What follows belongs to an exercise in optimizing a design on an open flow for small area; a production flow would make more cautious choices.
Function was checked by simulation only, so behaviour that the tests miss may differ from the original.
No activity file was given, so power comes from the tool's default toggle rates.

Setup of run 1:
Design mkMAC, start of the top module:
module mkMAC(CLK,
	     RST_N,
	     get_values_multiplicand1,
	     get_values_multiplicand2,
	     get_values_addend,
	     get_values_mode,
	     EN_get_values,
	     RDY_get_values,
	     mac_result,
	     RDY_mac_result);
Settings: LEC_CHECK=0, CAP_MARGIN=20, CORE_MARGIN=2, CORE_UTILIZATION=40, CTS_BUF_LIST=sky130_fd_sc_hd__clkbuf_4 sky130_fd_sc_hd__clkbuf_8, CTS_CLUSTER_DIAMETER=60, CTS_CLUSTER_SIZE=18, GPL_TIMING_DRIVEN=0, SETUP_SLACK_MARGIN=0.2, SLEW_MARGIN=20, SYNTH_HIERARCHICAL=1, SYNTH_MINIMUM_KEEP_SIZE=0; clock period 9.0 ns.
standard.sh (not shown) runs the stock make flow with config.mk's settings and CLKGATE_MAP_FILE= SYNTH_SCRIPT=/design/flow/synth_recipe.tcl, a recipe that flattens the netlist after the stock synthesis.
==> flow/flow/run.sh <==
#!/bin/bash
# Layout flow: the standard ORFS flow, with the port buffers made from
# sky130_fd_sc_hd__buf_1 and the synthesis buffers removed before placement
# (the resizer rebuffers where needed), and cells on paths with slack sized
# down after global routing.
set -euo pipefail
bash standard.sh 'BUFFER_PORTS_ARGS=-buffer_cell sky130_fd_sc_hd__buf_1' REMOVE_ABC_BUFFERS=1 RECOVER_POWER=100 finish > standard_flow.log 2>&1
Ran to the end and failed final checks on capacitance limit, slew limit: run 1.
For run 2, these inputs were changed with respect to run 1:
# run 1
export LEC_CHECK = 0
export CAP_MARGIN = 20
export CORE_MARGIN = 2
export CORE_UTILIZATION = 40
export CTS_BUF_LIST = sky130_fd_sc_hd__clkbuf_4 sky130_fd_sc_hd__clkbuf_8
export CTS_CLUSTER_DIAMETER = 60
export CTS_CLUSTER_SIZE = 18
export GPL_TIMING_DRIVEN = 0
export SETUP_SLACK_MARGIN = 0.2
export SLEW_MARGIN = 20
export SYNTH_HIERARCHICAL = 1
export SYNTH_MINIMUM_KEEP_SIZE = 0
create_clock -name core_clock -period 9.0 [get_ports {CLK}]
# run 2
export LEC_CHECK = 0
export CAP_MARGIN = 20
export CORE_MARGIN = 2
export CORE_UTILIZATION = 40
export CTS_BUF_LIST = sky130_fd_sc_hd__clkbuf_4 sky130_fd_sc_hd__clkbuf_8
export CTS_CLUSTER_DIAMETER = 60
export CTS_CLUSTER_SIZE = 18
export GPL_TIMING_DRIVEN = 0
export SETUP_SLACK_MARGIN = 0.1
export SLEW_MARGIN = 20
export SYNTH_HIERARCHICAL = 1
export SYNTH_MINIMUM_KEEP_SIZE = 0
create_clock -name core_clock -period 9.0 [get_ports {CLK}]
==> flow/flow/run.sh <==
#!/bin/bash
# Layout flow: the standard ORFS flow, with the port buffers made from
# sky130_fd_sc_hd__buf_1 and the synthesis buffers removed before placement
# (the resizer rebuffers where needed).
set -euo pipefail
bash standard.sh 'BUFFER_PORTS_ARGS=-buffer_cell sky130_fd_sc_hd__buf_1' REMOVE_ABC_BUFFERS=1 finish > standard_flow.log 2>&1
### Flow results
Run 2 went all the way through synthesis, placement and routing and the layout is clean on timing, DRC and antenna.
Comparing run 1 with run 2, the clock-net power came out essentially unchanged.
The power share of the sequential group was comparable across run 2 and run 1.
Total stage count of the critical path was higher in run 1 than in run 2.
[compare] base=run 1 new=run 2: ratio of final minimum period to clock period rose 0.86 points; global-route usage held; worst setup slack decreased by 0.077 ns relative to the old numbers; power grew by about 0.46%.
The data required time at the worst endpoint was comparable across run 2 and run 1.
Total routed wirelength delta (run 1 -> run 2): insignificant
Setup changes, run 2 to run 3
# run 2
export LEC_CHECK = 0
export CAP_MARGIN = 20
export CORE_MARGIN = 2
export CORE_UTILIZATION = 40
export CTS_BUF_LIST = sky130_fd_sc_hd__clkbuf_4 sky130_fd_sc_hd__clkbuf_8
export CTS_CLUSTER_DIAMETER = 60
export CTS_CLUSTER_SIZE = 18
export GPL_TIMING_DRIVEN = 0
export SETUP_SLACK_MARGIN = 0.1
export SLEW_MARGIN = 20
export SYNTH_HIERARCHICAL = 1
export SYNTH_MINIMUM_KEEP_SIZE = 0
create_clock -name core_clock -period 9.0 [get_ports {CLK}]
# run 3
export LEC_CHECK = 0
export CAP_MARGIN = 20
export CORE_MARGIN = 2
export CORE_UTILIZATION = 40
export CTS_BUF_LIST = sky130_fd_sc_hd__clkbuf_16
export CTS_CLUSTER_DIAMETER = 80
export CTS_CLUSTER_SIZE = 30
export GPL_TIMING_DRIVEN = 0
export SETUP_SLACK_MARGIN = 0.1
export SLEW_MARGIN = 20
export SYNTH_HIERARCHICAL = 1
export SYNTH_MINIMUM_KEEP_SIZE = 0
create_clock -name core_clock -period 9.0 [get_ports {CLK}]
Notes after the runs:
- ~same proportion of power drawn by the clock network in run 2 and run 3
- Looking at run 2 and run 3, the total number of multi-input combinational cells is a wash.
- On wire length of the first global-routing pass, run 2 and run 3 are basically level.
Relative to run 3, the following input files were edited for run 4:
# run 3
export LEC_CHECK = 0
export CAP_MARGIN = 20
export CORE_MARGIN = 2
export CORE_UTILIZATION = 40
export CTS_BUF_LIST = sky130_fd_sc_hd__clkbuf_16
export CTS_CLUSTER_DIAMETER = 80
export CTS_CLUSTER_SIZE = 30
export GPL_TIMING_DRIVEN = 0
export SETUP_SLACK_MARGIN = 0.1
export SLEW_MARGIN = 20
export SYNTH_HIERARCHICAL = 1
export SYNTH_MINIMUM_KEEP_SIZE = 0
create_clock -name core_clock -period 9.0 [get_ports {CLK}]
# run 4
export LEC_CHECK = 0
export CAP_MARGIN = 20
export CORE_MARGIN = 2
export CORE_UTILIZATION = 40
export CTS_BUF_LIST = sky130_fd_sc_hd__clkbuf_4 sky130_fd_sc_hd__clkbuf_8
export CTS_CLUSTER_DIAMETER = 60
export CTS_CLUSTER_SIZE = 18
export GPL_TIMING_DRIVEN = 0
export SETUP_SLACK_MARGIN = 0.1
export SLEW_MARGIN = 20
export SYNTH_HIERARCHICAL = 1
export SYNTH_MINIMUM_KEEP_SIZE = 0
create_clock -name core_clock -period 9.0 [get_ports {CLK}]
==> flow/flow/run.sh <==
#!/bin/bash
# Layout flow: the standard ORFS flow, with the port buffers made from
# sky130_fd_sc_hd__buf_1 instead of the cell buffer_ports picks by default.
set -euo pipefail
bash standard.sh 'BUFFER_PORTS_ARGS=-buffer_cell sky130_fd_sc_hd__buf_1' finish > standard_flow.log 2>&1
--- outcome ---
In the reports for run 4 and run 3, the larger number of antenna violations at the first check in global routing belongs to run 4. Changes observed in run 4 relative to run 3: worst setup slack shows an increase of 0.020 ns, pin count of the biggest net entering global routing lower. Re non-clock buffer contribution to total cell area: run 4 is 1.4 points up on run 3. Between run 4 and run 3, the design area is lower for run 3. Run 4 against run 3: detailed-route wire length increased by 11 mm relative to the old numbers; clock latency on the worst-skew pair now sits higher.

* * *

cedar:
Another version of the RTL of mkMAC (not shown whole).
For scale: ~330 flip-flops, ~0.037 mm2 of cells after synthesis.
// mkMAC
module mkMAC(CLK,
	     RST_N,
	     get_values_multiplicand1,
	     get_values_multiplicand2,
	     get_values_addend,
	     get_values_mode,
	     EN_get_values,
	     RDY_get_values,
	     mac_result,
	     RDY_mac_result);
  input  CLK;
  input  RST_N;
  input  [63 : 0] get_values_multiplicand1;
  input  [63 : 0] get_values_multiplicand2;
  input  [63 : 0] get_values_addend;
  input  [1 : 0] get_values_mode;
  input  EN_get_values;
  output RDY_get_values;
  output [127 : 0] mac_result;
  output RDY_mac_result;
  reg [63:0] m1, m2, a;
  reg [1:0] md;
  reg valid;
  reg [4:0] st;           
  reg [64:0] hi;          
  reg [64:0] lo;          
  wire differ = (get_values_multiplicand1 != m1) ||
                (get_values_multiplicand2 != m2) ||
                (get_values_addend != a) || (get_values_mode != md);
  wire start = EN_get_values && (differ || !valid);
  wire s0 = st[0], s1 = st[1], s2 = st[2], s3 = st[3], s4 = st[4];
  wire [63:0] M = (get_values_multiplicand1 & {64{EN_get_values}}) | (m1 & {64{~EN_get_values}});
  wire [63:0] AE = (get_values_addend & {64{EN_get_values}}) | (a & {64{~EN_get_values}});
  wire [1:0] ME = (get_values_mode & {2{EN_get_values}}) | (md & {2{~EN_get_values}});
  ...
export LEC_CHECK = 0
export CAP_MARGIN = 20
export CORE_MARGIN = 2
export CORE_UTILIZATION = 50
export CTS_BUF_LIST = sky130_fd_sc_hd__clkbuf_2 sky130_fd_sc_hd__clkbuf_4 sky130_fd_sc_hd__clkbuf_8
export CTS_CLUSTER_DIAMETER = 40
export CTS_CLUSTER_SIZE = 12
export GPL_TIMING_DRIVEN = 0
export SETUP_SLACK_MARGIN = 0.1
export SLEW_MARGIN = 20
export SYNTH_HIERARCHICAL = 1
export SYNTH_MINIMUM_KEEP_SIZE = 0
create_clock -name core_clock -period 9.0 [get_ports {CLK}]
==> flow/flow/run.sh <==
#!/bin/bash
# Layout flow: the standard ORFS flow, with the port buffers made from
# sky130_fd_sc_hd__buf_1 and the synthesis buffers removed before placement
# (the resizer rebuffers where needed).
set -euo pipefail
bash standard.sh 'BUFFER_PORTS_ARGS=-buffer_cell sky130_fd_sc_hd__buf_1' REMOVE_ABC_BUFFERS=1 finish > standard_flow.log 2>&1
[inputs] zinc vs cedar
--- a/flow/config.mk
+++ b/flow/config.mk
@@ -8,8 +8,8 @@
 export CAP_MARGIN = 20
 export CORE_MARGIN = 2
-export CORE_UTILIZATION = 50
-export CTS_BUF_LIST = sky130_fd_sc_hd__clkbuf_2 sky130_fd_sc_hd__clkbuf_4 sky130_fd_sc_hd__clkbuf_8
-export CTS_CLUSTER_DIAMETER = 40
-export CTS_CLUSTER_SIZE = 12
+export CORE_UTILIZATION = 45
+export CTS_BUF_LIST = sky130_fd_sc_hd__clkbuf_4 sky130_fd_sc_hd__clkbuf_8
+export CTS_CLUSTER_DIAMETER = 50
+export CTS_CLUSTER_SIZE = 16
 export GPL_TIMING_DRIVEN = 0
 export SETUP_SLACK_MARGIN = 0.1
[summary]
zinc reached the end of the flow, and the finished layout is clean on the timing, design-rule and antenna checks. Per the final summary, cedar finished and its layout is clean on timing, DRC and antenna. zinc reports a higher routed length on met1 than cedar does. The die area reported for zinc is greater than that of cedar by about 11%. Against cedar as the reference, zinc delivers a higher area of the multi-input gates. zinc: total global routing track utilization is 2.2 points lower than what cedar reported. Layout overhead on the synthesized area up 0.72 points in zinc wrt cedar. Of cedar and zinc, the higher post-route minimum period belongs to zinc.
--- input diff zinc..onyx ---
--- a/flow/config.mk
+++ b/flow/config.mk
@@ -8,10 +8,10 @@
 export CAP_MARGIN = 20
 export CORE_MARGIN = 2
-export CORE_UTILIZATION = 45
+export CORE_UTILIZATION = 50
 export CTS_BUF_LIST = sky130_fd_sc_hd__clkbuf_4 sky130_fd_sc_hd__clkbuf_8
 export CTS_CLUSTER_DIAMETER = 50
 export CTS_CLUSTER_SIZE = 16
 export GPL_TIMING_DRIVEN = 0
-export SETUP_SLACK_MARGIN = 0.1
+export SETUP_SLACK_MARGIN = 0.05
 export SLEW_MARGIN = 20
 export SYNTH_HIERARCHICAL = 1
Results
Both conditions hold for onyx: the flow ran to the end and the final layout passed the timing, design-rule and antenna checks. Relative to zinc, the final cell area reported for onyx is lower. Higher switching power among zinc and onyx: zinc. In onyx, count of TritonRoute iterations in the first routing pass is higher than in zinc. On area of placed instances, zinc and onyx are basically level.
What lagoon does differently from onyx at the input level:
--- a/flow/config.mk
+++ b/flow/config.mk
@@ -10,8 +10,8 @@
 export CORE_UTILIZATION = 50
 export CTS_BUF_LIST = sky130_fd_sc_hd__clkbuf_4 sky130_fd_sc_hd__clkbuf_8
-export CTS_CLUSTER_DIAMETER = 50
-export CTS_CLUSTER_SIZE = 16
+export CTS_CLUSTER_DIAMETER = 40
+export CTS_CLUSTER_SIZE = 10
 export GPL_TIMING_DRIVEN = 0
-export SETUP_SLACK_MARGIN = 0.05
+export SETUP_SLACK_MARGIN = 0.1
 export SLEW_MARGIN = 20
 export SYNTH_HIERARCHICAL = 1
[summary]
- Sort onyx and lagoon by setup slack asc -> top: onyx
- Of onyx and lagoon, the run reporting the higher part of the total power dissipated in the clock network was lagoon.
- lagoon ended up with a higher number of levels the H-tree was split into than onyx did.
- Compared with onyx, lagoon shows internal power that has gone up by a few percent.
- lagoon reached the final stage; the timing, design-rule and antenna checks on its layout passed.
- Relative to onyx, detailed-route wire length per cell has gone down in lagoon.
- Share of final-layout standard cells stronger than drive strength 1 ends up higher on lagoon.
- Detailed-routed wire length on met2 of lagoon is on par with onyx.
- Max total power draw across onyx and lagoon: lagoon

==> separate check: timing with driven ports <==
No port has a modelled driver above. Below, the same layouts with a new extraction and two added sets of constraints. Step 1: set_driving_cell puts a clkbuf_16 on CLK and a buf_2 on each other input, an assumption about the parent block. Step 2 moves the port delays by t, midway between the first and last clock arrival at a register: inputs arrive t later, outputs are due t later. That takes back most of the time a late clock gives input paths. a / b / c = no drivers / after step 1 / after step 2; a / b = the first two.
| run | t, ns | setup WS [ns] | clock arrival spread, ns |
|---|---|---|---|
| run 1 | 0.756 | 0.374 / 0.361 / -0.395 | 0.098 / 0.098 |
| run 2 | 0.765 | 0.297 / 0.267 / -0.498 | 0.104 / 0.104 |
| run 3 | 0.723 | 0.270 / 0.238 / -0.485 | 0.058 / 0.058 |
| run 4 | 0.796 | 0.291 / 0.266 / -0.530 | 0.068 / 0.068 |
| cedar | 0.745 | 0.340 / 0.324 / -0.421 | 0.050 / 0.050 |
| zinc | 0.790 | 0.245 / 0.284 / -0.506 | 0.046 / 0.046 |
| onyx | 0.794 | 0.175 / 0.219 / -0.575 | 0.110 / 0.110 |
| lagoon | 0.744 | 0.222 / 0.191 / -0.553 | 0.045 / 0.045 |
For run 4, which loses most, drivers alone change the setup slack by -0.025 ns; drivers and shift together by -0.821 ns.
